What follows belongs to an exercise in optimizing a design on an open flow for small area and a short achievable clock period; a production flow would make more cautious choices. Only simulation tests tie the RTL to the original design; equivalence was not proved. No activity file was given, so power comes from the tool's default toggle rates.

==> flow/design.v <==
`timescale 1ns / 10ps
`timescale 1ns / 1ps
`timescale 1ns / 10ps
module pipelined_4stage(clk, rst, imem_addr, imem_data, aluout);
input clk;										
input rst;
output [9:0] imem_addr;			 
input [32-1:0] imem_data;	 
output [32-1:0] aluout;
wire [32-1:0]inst_addr;
wire [32-1:0] inst_out;
wire [32-1:0] inst_in;
assign imem_addr = inst_addr[9:0];
assign inst_out = imem_data;
datapath_mux DP(
	.clk(clk),
	.rst(rst),
	.inst(inst_out),
	.WB_aluout(aluout)
);
PC1 pc(
	.clk(clk),
	.rst(rst),
	.currPC(inst_addr),
	.nextPC(inst_addr)
);
IF_ID_stage IIS(
	.clk(clk),
	.rst(rst), 
	.instout(inst_out), 
	.instin(inst_in)
);
endmodule
`timescale 1ns / 10ps
`timescale 1ns / 1ps
module datapath_mux (
	clk,
	rst,
	inst,
	WB_aluout
);
input		  clk;
input		  rst;
input  [32-1:0] inst;
output  [32-1:0] WB_aluout;
wire [32-1:0] inst_out;
wire [2:0]	aluop_in;
wire [2:0]	aluop_out;
wire alusrc_in;
wire alusrc_out;
wire regDST;
wire wen;
wire [32-1:0] rdata1_in;
wire [32-1:0] rdata2_in;
wire [32-1:0] rdata1_out;
wire [32-1:0] rdata2_out;
wire [32-1:0] wdata_out;
wire [5-1:0] waddr_out;
wire [32-1:0] aluout;
wire [5-1:0] WB_muxout;
wire [32-1:0]rdata2_imm=alusrc_out ? {16'b0,inst_out[15:0]} : rdata2_out; 
wire [5-1:0]waddr_regDST=regDST ? inst[15:11] : inst[20:16]; 
control CO (
    .inst_cntrl(inst[31:26]),
    .wen_cntrl(wen),
    .alusrc_cntrl(alusrc_in),
    .regdst_cntrl(regDST),
    .aluop_cntrl(aluop_in)
);
regfile RFO (
    .clk(clk),
    .rst(rst),
    .wen(wen),
    .raddr1(inst[25:21]),
    .raddr2(inst[20:16]),
    .waddr(WB_muxout),
    .wdata(WB_aluout),
    .rdata1(rdata1_in),
    .rdata2(rdata2_in)
);
ID_EXE_stage IXS(
    .clk(clk),  
    .rst(rst), 
    .aluop_in(aluop_in), 
    .alusrc_in(alusrc_in), 
    .rdata1_in(rdata1_in), 
    .rdata2_in(rdata2_in),
    .inst_in(inst),
    .wregdst_in(waddr_regDST),
    .aluop_out(aluop_out),
    .alusrc_out(alusrc_out), 
    .rdata1_out(rdata1_out), 
    .rdata2_out(rdata2_out), 
    .inst_out(inst_out),
    .wregdst_out(waddr_out)
);
alu ALU0 (
    .a(rdata1_out),
    .b(rdata2_imm),
    .op(aluop_out),
    .out(aluout)
);
EXE_WBstage EWS(
	.clk(clk),
	.rst(rst),
	.aluin(aluout),
	.aluout(WB_aluout),
	.muxin(waddr_out),
	.muxout(WB_muxout)	
);
endmodule  
`timescale 1ns / 10ps
module PC1(clk,rst,nextPC,currPC);
		 input clk,rst;		 
		 input [32 - 1:0]nextPC;		  
		 output reg [32 - 1:0]currPC;
always @(posedge clk)
  begin
    if(rst)
      begin
	currPC <= 0;
      end
    else
      begin
        currPC <= nextPC + 1;
      end
  end
endmodule	
`timescale 1ns / 10ps
module IF_ID_stage (
	clk,  rst, instout, instin
);
input clk, rst;
input [32 - 1:0]instout;
output reg [32 - 1:0]instin;
always @(posedge clk)
  begin
    if(rst)
      begin
	instin <= 0;
      end
    else
      begin
        instin <= instout;
      end
  end
endmodule
`timescale 1ns / 10ps
module ID_EXE_stage (
	clk,  rst, aluop_in, alusrc_in, rdata1_in, rdata2_in, inst_in, wregdst_in,
	aluop_out, alusrc_out, rdata1_out, rdata2_out, inst_out, wregdst_out
);
input clk, rst, alusrc_in;
input [2:0] aluop_in;
input [32-1:0] rdata1_in;
input [32-1:0] rdata2_in;
input [32-1:0] inst_in;
input [5-1:0] wregdst_in;
output reg alusrc_out;
output reg[2:0] aluop_out;
output reg [32-1:0] rdata1_out;
output reg [32-1:0] rdata2_out;
output reg [32-1:0] inst_out;
output reg [5-1:0] wregdst_out;
always @(posedge clk)
  begin
    if(rst)
      begin
	aluop_out <= 0; 
	alusrc_out <= 0; 
	rdata1_out <= 0; 
	rdata2_out <= 0; 
	inst_out <= 0;
	wregdst_out <= 0;
      end
    else
      begin
        aluop_out <= aluop_in; 
	alusrc_out <= alusrc_in; 
	rdata1_out <= rdata1_in; 
	rdata2_out <= rdata2_in; 
	inst_out <= inst_in;
	wregdst_out <= wregdst_in;
      end
  end
endmodule
`timescale 1ns / 10ps
module EXE_WBstage (
	clk,  rst, aluin, aluout,
	muxin, muxout             
);
input clk, rst;
input [32-1:0]aluin;
input [5-1:0]muxin;
output reg[5-1:0]muxout;
output reg [32-1:0]aluout;
always @(posedge clk)
  begin
    if(rst)
      begin
	aluout <= 0;
	muxout <= 0;
      end
    else
      begin
        aluout <= aluin;
	muxout <= muxin;
      end
  end
endmodule
`timescale 1ns / 10ps
module alu(
   a,    
   b,    
   op,    
   out    
   );
   input [32-1:0] a, b;
   input [2:0] op;
   output reg [32-1:0] out;
always @(a or b or op )
begin
   case(op)
       6'b000000: out = a+b;
       6'b000001: out = a - b;
       6'b000010: out = a & b;
       6'b000011:  out = a^b;
       6'b000100: out = a<=b;
       6'b000101: out = a*b;
       6'b000110: out = a+b;
default: out = 0;  
   endcase
end
endmodule
`timescale 1ns / 10ps
module control(
  input [5:0] inst_cntrl, 
  output reg wen_cntrl,
  output reg alusrc_cntrl,
  output reg regdst_cntrl,
  output reg [2:0] aluop_cntrl
  );
  always@(inst_cntrl)
  begin
    case(inst_cntrl)
			6'b000000: begin
					wen_cntrl=1;
					alusrc_cntrl=0;
					regdst_cntrl=1;
					aluop_cntrl=inst_cntrl[2:0];
			end
        6'b000001: begin
                wen_cntrl=1;
					 alusrc_cntrl=0;
					 regdst_cntrl=1;
                aluop_cntrl=inst_cntrl[2:0];
        end
        6'b000010: begin
                wen_cntrl=1;
					 alusrc_cntrl=0;
					 regdst_cntrl=1;
                aluop_cntrl=inst_cntrl[2:0];
        end
        6'b000011: begin
                wen_cntrl=1;
					 alusrc_cntrl=0;
					 regdst_cntrl=1;
                aluop_cntrl=inst_cntrl[2:0];
        end
        6'b000100: begin
                wen_cntrl=1;
					 alusrc_cntrl=0;
					 regdst_cntrl=1;
                aluop_cntrl=inst_cntrl[2:0];
        end
        6'b000101: begin
                wen_cntrl=1;
					 alusrc_cntrl=0;
					 regdst_cntrl=1;
                aluop_cntrl=inst_cntrl[2:0];
			end
		6'b000110: begin
                wen_cntrl=1;
					 alusrc_cntrl=1;
					 regdst_cntrl=0;
                aluop_cntrl=inst_cntrl[2:0];
        end
		default: begin
				wen_cntrl=1; 
				alusrc_cntrl=0;
				regdst_cntrl=1;
				aluop_cntrl=inst_cntrl[2:0];
		end	
    endcase
  end
endmodule
`timescale 1ns / 10ps
`timescale 1ns / 1ps
module regfile (
	clk,
	rst,
	wen,
	raddr1, 
	raddr2, 
	waddr, 
	wdata, 
	rdata1,
	rdata2
	);
	input clk;
	input rst;
	input wen;
	input [5-1:0] raddr1; 
	input [5-1:0] raddr2; 
	input [5-1:0] waddr; 
	input [32-1:0] wdata; 
	output [32-1:0] rdata1;
	output [32-1:0] rdata2;
	reg [32-1:0] regdata [0:32-1];
integer i;
	always@(posedge clk)
		begin
			if(rst)
				begin
					for (i=0; i<32; i=i+1)
					regdata[i] <=0;
					regdata[8] <=5; 
					regdata[3] <=2;
				end
			else
				regdata[waddr] <= (wen == 1) ? wdata : regdata[waddr]; 
		end
	assign rdata1 = ((wen) && (waddr == raddr1)) ? wdata : regdata[raddr1]; 
	assign rdata2 = ((wen) && (waddr == raddr2)) ? wdata : regdata[raddr2];
endmodule 
==> flow/run.sh <==
#!/bin/bash
# synth_recipe.tcl (not shown) runs the flow's synth.tcl, then flattens the netlist and writes it again
# the make line also repeats each setting of config.mk as NAME=value (left out here)
make -C /OpenROAD-flow-scripts/flow DESIGN_CONFIG=/design/flow/config.mk WORK_HOME=/design/flow/orfs CLKGATE_MAP_FILE= SYNTH_SCRIPT=/design/flow/synth_recipe.tcl finish
==> flow/config.mk <==
export PLATFORM = sky130hd
export DESIGN_NAME = pipelined_4stage
export DESIGN_NICKNAME = pipelined_4stage
export VERILOG_FILES = /design/flow/design.v
export SDC_FILE = /design/flow/constraint.sdc
export NUM_CORES = 4
export LEC_CHECK = 0
export CAP_MARGIN = 20
export CORE_MARGIN = 2
export CORE_UTILIZATION = 40
export SLEW_MARGIN = 20
==> flow/constraint.sdc <==
create_clock -name core_clock -period 8.0 [get_ports {clk}]
set_input_delay 1.6000 -clock core_clock [delete_from_list [all_inputs] [get_ports {clk}]]
set_output_delay 1.6000 -clock core_clock [all_outputs]
set_load 0.01 [all_outputs]
==> reports/results.tsv <==
metric	value	unit
Hold Vio Cnt, Final	0	
Synth-to-Final Area Change	11.07	%
antenna violations before repair	8	
Seq cells post-synth	1160	
Routed Antenna Nets	0	
worst slew pin tran	1.201	ns
cts bufs inserted	118	
crit path to	DP.EWS.aluout[29]	
startpoint types	register	
Slew Limit Fails	0	
nets@finish	6613	
PortBufs	75	
total power	0.01752	W
mean post-synth cell area	12.61	um^2
Post-synth EDFFs	1024	
Total Routing Usage GR	27.45	%
CTS tree	done	
Max Cap Viol	0	
routed vias	51680	
R2R Path End	DP.EWS.aluout[29]	
fillcell total	17070	
clock tree buffer depth	3	
Max Freq	130.1	MHz
die area	193700	um^2
Die Wd	440.2	um
first-pass GRT wire length	379.6	mm
final worst slack	0.3129	ns
# hold bufs at CTS	0	
number of global-route vias before repair	53080	
routed wire length	265.4	mm
critical path startpoint	DP.IXS.alusrc_out	
Rows	160	
leakage	31.19	nW
WL per Instance	30.86	um
Via density	6.010	
peak supply drop	187.2	uV
RR Startpoint	DP.IXS.alusrc_out	
area share of the largest cell type after synthesis	40.41	%
Min Hold Slack	0.4468	ns
CTS Sinks	1160	
R2R setup slack	0.31	ns
DRT Pass-1 Iters	8	
post-synthesis sequential area ratio	43.99	%
syn_nets	6664	
Die H	440.2	um
mapped cell area	76090	um^2
worst r2r path cells	26	
period utilization	96.09	%
CTS Root Cell	clkbuf_16	
Worst EP required	8.61	ns
routability cong.	0.9879	
Yosys cell types	89	
slowest cell delay on critical path	0.56	ns
clock latency on the worst-skew pair	0.77	ns
1st-iter DRT viols	6719	
largest fanout on the critical path	18	
clock skew	0.04838	ns
DP Cell Count	8369	
CP most frequent cell	fa_1	
Hold WC Path Type	reg -> reg	
Syn. warnings	7	
Initial Util	40.14	%
H-tree depth	3	
Worst Setup Path Type	reg -> reg	
Syn Inst Count	6032	
most area-hungry cell type in the Yosys netlist	edfxtp_1	
Clock transition at path regs	0.07	ns
main flop type after synthesis	edfxtp_1	
total grt overflow	0	
Crit-path slowest cell	fa_1	
core footprint	189600	um^2
min Tclk post-route	7.687	ns
CP endpoint kind	register	
Ports	76	
DR DRC count	0	
crit path DAT	8.30	ns
final setup fails	0	
Layout Cells excl Fill	8599	
Relative slew margins	19.93	%
total power per unit cell area	207.3	nW/um^2
status	no timing/DRC/antenna violations	
Final HPWL DP	171.4	mm
ys async rst share	0	%
largest net degree at the start of global routing	119	
worst setup slack after placement	-0.09886	ns
fraction of layout cells with a size suffix above 1	19.80	%
Area contributors post-synth	edfxtp_1 (40%), mux4_2 (19%), fa_1 (11%)	
==> state kept, by name, indices dropped and copies added, names as in the netlist <==
signal              flops
DP.RFO.regdata       1024
DP.EWS.aluout          32
DP.IXS.rdata1_out      32
DP.IXS.rdata2_out      32
DP.IXS.inst_out        16
pc.currPC              10
DP.EWS.muxout           5
DP.IXS.wregdst_out      5
DP.IXS.aluop_out        3
DP.IXS.alusrc_out       1
==> timing repair <==
item                                    CTS  global route
buffers inserted                          0             3
pin swaps                                 0             1
endpoints found under the setup margin    4            10
cloned                                    0             0
resized for setup                         2            19
==> worst min path at each step <==
| stage | from | depth (start not counted) | slack [ns] | end |
|---|---|---|---|---|
| 4_1_cts | DP.IXS.wregdst_out[1] | 1 | 0.44 | DP.EWS.muxout[1] |
| 2_1_floorplan | DP.IXS.wregdst_out[0] | 1 | 0.41 | DP.EWS.muxout[0] |
| 6_report | DP.IXS.wregdst_out[1] | 1 | 0.45 | DP.EWS.muxout[1] |
| 3_3_place_gp | DP.IXS.wregdst_out[1] | 1 | 0.42 | DP.EWS.muxout[1] |
| 5_1_grt | DP.IXS.wregdst_out[1] | 1 | 0.46 | DP.EWS.muxout[1] |
| 3_5_place_dp | DP.IXS.wregdst_out[3] | 1 | 0.42 | DP.EWS.muxout[3] |
==> per-layer routing <==
metal	wire length [um]	GRT usage [%]	vias to the layer above
li1	-	-	21300
met1	95810	34.80	26650
met2	128700	45.46	3044
met3	25990	4.862	681
met4	14840	13.46	8
met5	47	0	-
==> area by class of cell <==
class                           count  area, um^2  area share [%]
Clock buffer                      153        3292           3.895
Antenna cell                        6       15.01         0.01777
Tap cell                         2511        3142           3.717
Sequential cell                  1160       33480           39.61
Timing Repair Buffer              330        2894           3.424
Clock inverter                     68       654.4          0.7743
Multi-Input combinational cell   3917       39340           46.54
Inverter                          454        1704           2.016
==> synth_stat cells (all sizes together), types with 79 or more instances <==
cell type and count:
nor2 1210, edfxtp 1024, mux4 641, inv 452, fa 410, clkbuf 337, nand2 304, and2 277
ha 188, buf 164, dfxtp 136, mux2i 97, xnor2 92, a21oi 89, a211oi 79
==> worst max-delay path: cells and delay by family, from the launching register on <==
| kind | cells | cell delay (ns) |
|---|---|---|
| buffers and inverters | 8 | 1.03 |
| xor gates and xnor gates | 1 | 0.21 |
| adders and majority gates | 9 | 4.52 |
| DFF | 1 | 0.38 |
| AOI/OAI and AO/OA | 4 | 0.87 |
| and+or+nand+nor | 4 | 0.49 |
==> report_power, final <==
group          leakage (nW)  switching, W  internal (W)
registers              11.7      0.000283       0.00685
logic                  17.5       0.00279       0.00187
clock network          1.94       0.00250       0.00322
total                  31.2       0.00557        0.0119
==> logic make-up after synthesis <==
group           synth area share (%)
simple gates                   11.74
compound gates                 3.721
mux                            20.35
fa+ha+maj                      13.88
xor+xnor                       1.575
flops                          43.99
buf+inv                        4.749
==> stage by stage <==
stage | utilization [%] | area (um^2) | setup TNS (ns)
after global placement | 42.43 | 80440 | -0.008084
after CTS | 44.52 | 84410 | 0
after global routing | 44.58 | 84510 | -0.003900
after detailed placement | 42.44 | 80450 | -0.1558
final | 44.58 | 84520 | 0
after floorplan | - | 76090 | 0
==> placed cells by master (no fill, tap or decap), types with 28 or more instances in the layout <==
cell type / netlist / layout
a211oi_1: 78 / 78
a21oi_1: 89 / 89
and2_1: 277 / 277
buf_4: 0 / 238
clkbuf_16: 0 / 124
clkdlybuf4s50_1: 0 / 64
dfxtp_1: 136 / 134
edfxtp_1: 1024 / 1024
fa_1: 410 / 410
ha_1: 188 / 187
inv_1: 448 / 445
mux2i_1: 95 / 91
mux4_2: 641 / 641
nand2_1: 304 / 272
nand2_2: 0 / 32
nand2b_1: 78 / 46
nor2_1: 1210 / 1208
nor2b_1: 52 / 51
nor3_1: 33 / 28
o21ai_0: 58 / 55
xnor2_1: 92 / 92
xor2_1: 32 / 32

==> what the ideal ports hide <==
The flow's constraints put no driver on any port. The routed layout listed below was extracted and timed again, unchanged, in two steps. Step 1: set_driving_cell puts a clkbuf_16 on clk and a buf_2 on each other input, an assumption about the parent block. Step 2 moves the port delays by t, midway between the first and last clock arrival at a register: inputs arrive t later, outputs are due t later. That takes back most of the time a late clock gives input paths. Slacks: ideal ports / drivers / drivers and shift; pairs: ideal ports / drivers.
t, ns: 0.827
setup WS [ns]: 0.313 / 0.313 / 0.313
worst setup path at the end: register to register
worst slew at a driven data input, ns: 0.07
pins driven straight from the clock port: 1
After both steps this run still meets setup and hold. The setup slack of this run moves by 0.000 ns with the drivers and by 0.000 ns with both steps.
